This is an optimization exercise on Yosys and OpenROAD, whose aim is small area, a short achievable clock period and few clock cycles per item, not a production implementation. Power is estimated from default activity; no workload was simulated.

// sqrt_mult_system
module sqrt_mult_system (
    input clk_i,
    input rst_i,
    input start_i,
    input [7:0] a_bi,
    input [7:0] b_bi,
    output [15:0] result,
    output done
);
    wire t_g1 = a_bi[1] & a_bi[0];
    wire t_p1 = a_bi[1] ^ a_bi[0];
    wire t_g2 = a_bi[2] & a_bi[1];
    wire t_p2 = a_bi[2] ^ a_bi[1];
    wire t_g3 = a_bi[3] & a_bi[2];
    wire t_p3 = a_bi[3] ^ a_bi[2];
    wire t_g4 = a_bi[4] & a_bi[3];
    wire t_p4 = a_bi[4] ^ a_bi[3];
    wire t_g5 = a_bi[5] & a_bi[4];
    wire t_p5 = a_bi[5] ^ a_bi[4];
    wire t_g6 = a_bi[6] & a_bi[5];
    wire t_p6 = a_bi[6] ^ a_bi[5];
    wire t_g7 = a_bi[7] & a_bi[6];
    wire t_p7 = a_bi[7] ^ a_bi[6];
    wire t_s0_1p = t_p1 & a_bi[0];
    wire t_s0_3g = t_g3 | (t_p3 & t_g2);
    wire t_s0_3p = t_p3 & t_p2;
    wire t_s0_5g = t_g5 | (t_p5 & t_g4);
    wire t_s0_5p = t_p5 & t_p4;
    wire t_s0_7g = t_g7 | (t_p7 & t_g6);
    wire t_s0_7p = t_p7 & t_p6;
    wire t_s1_2g = t_g2 | (t_p2 & t_g1);
    wire t_s1_2p = t_p2 & t_s0_1p;
    wire t_s1_3g = t_s0_3g | (t_s0_3p & t_g1);
    wire t_s1_3p = t_s0_3p & t_s0_1p;
    wire t_s1_6g = t_g6 | (t_p6 & t_s0_5g);
    wire t_s1_6p = t_p6 & t_s0_5p;
    wire t_s1_7g = t_s0_7g | (t_s0_7p & t_s0_5g);
    wire t_s1_7p = t_s0_7p & t_s0_5p;
    wire t_s2_4g = t_g4 | (t_p4 & t_s1_3g);
    wire t_s2_4p = t_p4 & t_s1_3p;
    wire t_s2_5g = t_s0_5g | (t_s0_5p & t_s1_3g);
    wire t_s2_5p = t_s0_5p & t_s1_3p;
    wire t_s2_6g = t_s1_6g | (t_s1_6p & t_s1_3g);
    wire t_s2_6p = t_s1_6p & t_s1_3p;
    wire t_s2_7g = t_s1_7g | (t_s1_7p & t_s1_3g);
    wire t_s2_7p = t_s1_7p & t_s1_3p;
    wire t_s3_8g = a_bi[7] & t_s2_7g;
    wire t_s3_8p = a_bi[7] & t_s2_7p;
    wire t_x2 = t_p2 ^ t_g1;
    wire t_x3 = t_p3 ^ t_s1_2g;
    wire t_x4 = t_p4 ^ t_s1_3g;
    wire t_x5 = t_p5 ^ t_s2_4g;
    wire t_x6 = t_p6 ^ t_s2_5g;
    wire t_x7 = t_p7 ^ t_s2_6g;
    wire t_x8 = a_bi[7] ^ t_s2_7g;
    wire c1 = b_bi >= 8'd1;
    wire c2 = b_bi >= 8'd4;
    wire c3 = b_bi >= 8'd9;
    wire c4 = b_bi >= 8'd16;
    wire c5 = b_bi >= 8'd25;
    wire c6 = b_bi >= 8'd36;
    wire c7 = b_bi >= 8'd49;
    wire c8 = b_bi >= 8'd64;
    wire c9 = b_bi >= 8'd81;
    wire c10 = b_bi >= 8'd100;
    wire c11 = b_bi >= 8'd121;
    wire c12 = b_bi >= 8'd144;
  ...
==> flow/config.mk <==
export PLATFORM = sky130hd
export DESIGN_NAME = sqrt_mult_system
export DESIGN_NICKNAME = sqrt_mult_system
export VERILOG_FILES = /design/flow/design.v
export SDC_FILE = /design/flow/constraint.sdc
export NUM_CORES = 4
export LEC_CHECK = 0
export CAP_MARGIN = 20
export CORE_MARGIN = 2
export CORE_UTILIZATION = 40
export SETUP_SLACK_MARGIN = 2.6
export SLEW_MARGIN = 20
==> flow/constraint.sdc <==
create_clock -name core_clock -period 5.0 [get_ports {clk_i}]
set_input_delay 1.0000 -clock core_clock [delete_from_list [all_inputs] [get_ports {clk_i}]]
set_output_delay 1.0000 -clock core_clock [all_outputs]
set_load 0.01 [all_outputs]
standard.sh (not shown) runs the stock make flow with config.mk's settings and CLKGATE_MAP_FILE= SYNTH_SCRIPT=/design/flow/synth_recipe.tcl, a recipe that flattens the netlist after the stock synthesis.
==> flow/flow/run.sh <==
#!/bin/bash
# Layout flow: the standard ORFS flow, with two changes.
#  1. Synthesis is ORFS's own script (with the standard flow's -nofsm -noshare wrapper,
#     flatten and renaming, as in synth_recipe.tcl), but ABC maps with the
#     script in flow/abc.script and full/half adder extraction can be skipped.
#  2. The port buffers inserted during placement are buf cells instead of
#     the slow clkdlybuf cells that buffer_ports picks by default.
# Settings come from flow/params.sh. Each tool's output goes to its own log.
set -euo pipefail
HERE=$(pwd)
source "$HERE/flow/params.sh"
export MY_ABC_SCRIPT="$HERE/flow/abc.script"
export MY_NOFA
export BUFFER_PORTS_ARGS="-buffer_cell $PORT_BUFFER"
sed "s#SYNTH_SCRIPT=[^ ]*#SYNTH_SCRIPT=$HERE/flow/synth.tcl#" standard.sh > my_standard.sh
bash my_standard.sh finish > flow_make.log 2>&1
==> flow/flow/abc.script <==
strash
dch
map -a
topo
stime -c
==> flow/flow/params.sh <==
MY_NOFA=1
PORT_BUFFER=sky130_fd_sc_hd__buf_1
==> flow/flow/synth.tcl <==
# synth_recipe.tcl with two hooks: abc runs flow/abc.script (MY_ABC_SCRIPT),
# and extract_fa is skipped when MY_NOFA is 1.
proc synth {args} { yosys synth -nofsm -noshare {*}$args }
proc abc {args} {
  set out {}
  set skip 0
  foreach a $args {
    if {$skip} { set skip 0; continue }
    if {$a eq "-script" || $a eq "-D"} { set skip 1; continue }
    lappend out $a
  }
  lappend out -script $::env(MY_ABC_SCRIPT)
  yosys abc {*}$out
}
if {$::env(MY_NOFA)} { proc extract_fa {args} {} }
source $::env(SCRIPTS_DIR)/synth.tcl
# left out here: clear keep_hierarchy, flatten, clean up, hide names made inside functions, write 1_2_yosys.v
Change:
--- a/flow/design.v
+++ b/flow/design.v
@@ -93,65 +93,65 @@
     wire hv7 = (he1 & a_bi[7]) | (he2 & a_bi[6]) | (c12 & t_x7);
     wire hv8 = (he2 & a_bi[7]) | (c12 & t_x8);
     wire hv9 = (c12 & t_s3_8g);
     wire fl_g0 = lv2 & hv0;
     wire fl_p0 = lv2 ^ hv0;
     wire fl_g1 = lv3 & hv1;
     wire fl_p1 = lv3 ^ hv1;
     wire fl_g2 = lv4 & hv2;
     wire fl_p2 = lv4 ^ hv2;
     wire fl_g3 = lv5 & hv3;
     wire fl_p3 = lv5 ^ hv3;
-    wire fl_g4 = lv6 & hv4;
-    wire fl_p4 = lv6 ^ hv4;
-    wire fl_g5 = lv7 & hv5;
-    wire fl_p5 = lv7 ^ hv5;
     wire fl_s0_1g = fl_g1 | (fl_p1 & fl_g0);
     wire fl_s0_1p = fl_p1 & fl_p0;
     wire fl_s0_3g = fl_g3 | (fl_p3 & fl_g2);
     wire fl_s0_3p = fl_p3 & fl_p2;
-    wire fl_s0_5g = fl_g5 | (fl_p5 & fl_g4);
-    wire fl_s0_5p = fl_p5 & fl_p4;
     wire fl_s1_2g = fl_g2 | (fl_p2 & fl_s0_1g);
     wire fl_s1_2p = fl_p2 & fl_s0_1p;
     wire fl_s1_3g = fl_s0_3g | (fl_s0_3p & fl_s0_1g);
     wire fl_s1_3p = fl_s0_3p & fl_s0_1p;
-    wire fl_s2_4g = fl_g4 | (fl_p4 & fl_s1_3g);
-    wire fl_s2_4p = fl_p4 & fl_s1_3p;
-    wire fl_s2_5g = fl_s0_5g | (fl_s0_5p & fl_s1_3g);
-    wire fl_s2_5p = fl_s0_5p & fl_s1_3p;
     wire fl_x1 = fl_p1 ^ fl_g0;
     wire fl_x2 = fl_p2 ^ fl_s0_1g;
     wire fl_x3 = fl_p3 ^ fl_s1_2g;
-    wire fl_x4 = fl_p4 ^ fl_s1_3g;
-    wire fl_x5 = fl_p5 ^ fl_s2_4g;
     reg        done_r;
-    reg [7:0] res_lo;
+    reg [5:0] res_lo;
     reg        cy_r;
-    reg [1:0] up_lo;
-    reg [3:0] up_hi;
+    reg [3:0] up_lo;
+    reg [5:0] up_hi;
     always @(posedge clk_i) begin
         done_r <= start_i & ~rst_i;
-        res_lo <= {fl_x5, fl_x4, fl_x3, fl_x2, fl_x1, fl_p0, lv1, lv0};
-        cy_r <= {fl_s2_5g};
-        up_lo <= {lv9, lv8};
-        up_hi <= {hv9, hv8, hv7, hv6};
+        res_lo <= {fl_x3, fl_x2, fl_x1, fl_p0, lv1, lv0};
+        cy_r <= {fl_s1_3g};
+        up_lo <= {lv9, lv8, lv7, lv6};
+        up_hi <= {hv9, hv8, hv7, hv6, hv5, hv4};
     end
     wire fu_g0 = up_lo[0] & up_hi[0];
     wire fu_p0 = up_lo[0] ^ up_hi[0];
     wire fu_g1 = up_lo[1] & up_hi[1];
     wire fu_p1 = up_lo[1] ^ up_hi[1];
+    wire fu_g2 = up_lo[2] & up_hi[2];
+    wire fu_p2 = up_lo[2] ^ up_hi[2];
+    wire fu_g3 = up_lo[3] & up_hi[3];
+    wire fu_p3 = up_lo[3] ^ up_hi[3];
     wire fu_gc = fu_g0 | (fu_p0 & cy_r);
     wire fu_s0_1g = fu_g1 | (fu_p1 & fu_gc);
     wire fu_s0_1p = fu_p1 & fu_p0;
-    wire fu_s0_3p = up_hi[3] & up_hi[2];
-    wire fu_s1_2g = up_hi[2] & fu_s0_1g;
-    wire fu_s1_2p = up_hi[2] & fu_s0_1p;
-    wire fu_s1_3g = fu_s0_3p & fu_s0_1g;
+    wire fu_s0_3g = fu_g3 | (fu_p3 & fu_g2);
+    wire fu_s0_3p = fu_p3 & fu_p2;
+    wire fu_s0_5p = up_hi[5] & up_hi[4];
+    wire fu_s1_2g = fu_g2 | (fu_p2 & fu_s0_1g);
+    wire fu_s1_2p = fu_p2 & fu_s0_1p;
+    wire fu_s1_3g = fu_s0_3g | (fu_s0_3p & fu_s0_1g);
     wire fu_s1_3p = fu_s0_3p & fu_s0_1p;
+    wire fu_s2_4g = up_hi[4] & fu_s1_3g;
+    wire fu_s2_4p = up_hi[4] & fu_s1_3p;
+    wire fu_s2_5g = fu_s0_5p & fu_s1_3g;
+    wire fu_s2_5p = fu_s0_5p & fu_s1_3p;
     wire fu_x0 = fu_p0 ^ cy_r;
     wire fu_x1 = fu_p1 ^ fu_gc;
-    wire fu_x2 = up_hi[2] ^ fu_s0_1g;
-    wire fu_x3 = up_hi[3] ^ fu_s1_2g;
-    assign result = {4'b0, fu_x3, fu_x2, fu_x1, fu_x0, res_lo};
+    wire fu_x2 = fu_p2 ^ fu_s0_1g;
+    wire fu_x3 = fu_p3 ^ fu_s1_2g;
+    wire fu_x4 = up_hi[4] ^ fu_s1_3g;
+    wire fu_x5 = up_hi[5] ^ fu_s2_4g;
+    assign result = {4'b0, fu_x5, fu_x4, fu_x3, fu_x2, fu_x1, fu_x0, res_lo};
     assign done   = done_r;
 endmodule
Fmax went up by 9.6%.
Clock power went down by 14%.
Global-route usage went up by 2.1 points.
Critical path depth went down by 3.
Final area went up by about 16%.
Sequential share of layout area went down by 0.44 points.
Die area went up by about 1.7%.
Synthesized cell count went down by about 3%.
No run of this note included a check of the RTL's function; only the layout flow was run.

-- separate check: timing with driven ports --
In the flow no input, the clock included, has a driving cell. The finished layouts below were timed again as built, in two steps.
Step 1: set_driving_cell puts a clkbuf_16 on clk_i and a buf_2 on each other input, an assumption about the parent block.
Step 2, shift: input delay + t, output delay - t, t = (earliest + latest rising clock arrival at the registers) / 2. This alone moves slack from input paths to output paths.
Three values: no drivers, after step 1, after step 2; two values: the first two.
run	t, ns	setup slack, ns	worst hold slack (ns)	worst slew at a driven data input, ns	cell pins on the clock port's net
the first run	0.307	1.844 / 1.827 / 1.520	0.854 / 0.855 / 1.162	0.05	1
the second run	0.312	2.122 / 2.100 / 1.861	0.855 / 0.856 / 1.168	0.04	1
After both steps every run listed still meets setup and hold. For the first run, which loses most, drivers alone change the setup slack by -0.017 ns; drivers and shift together by -0.324 ns.
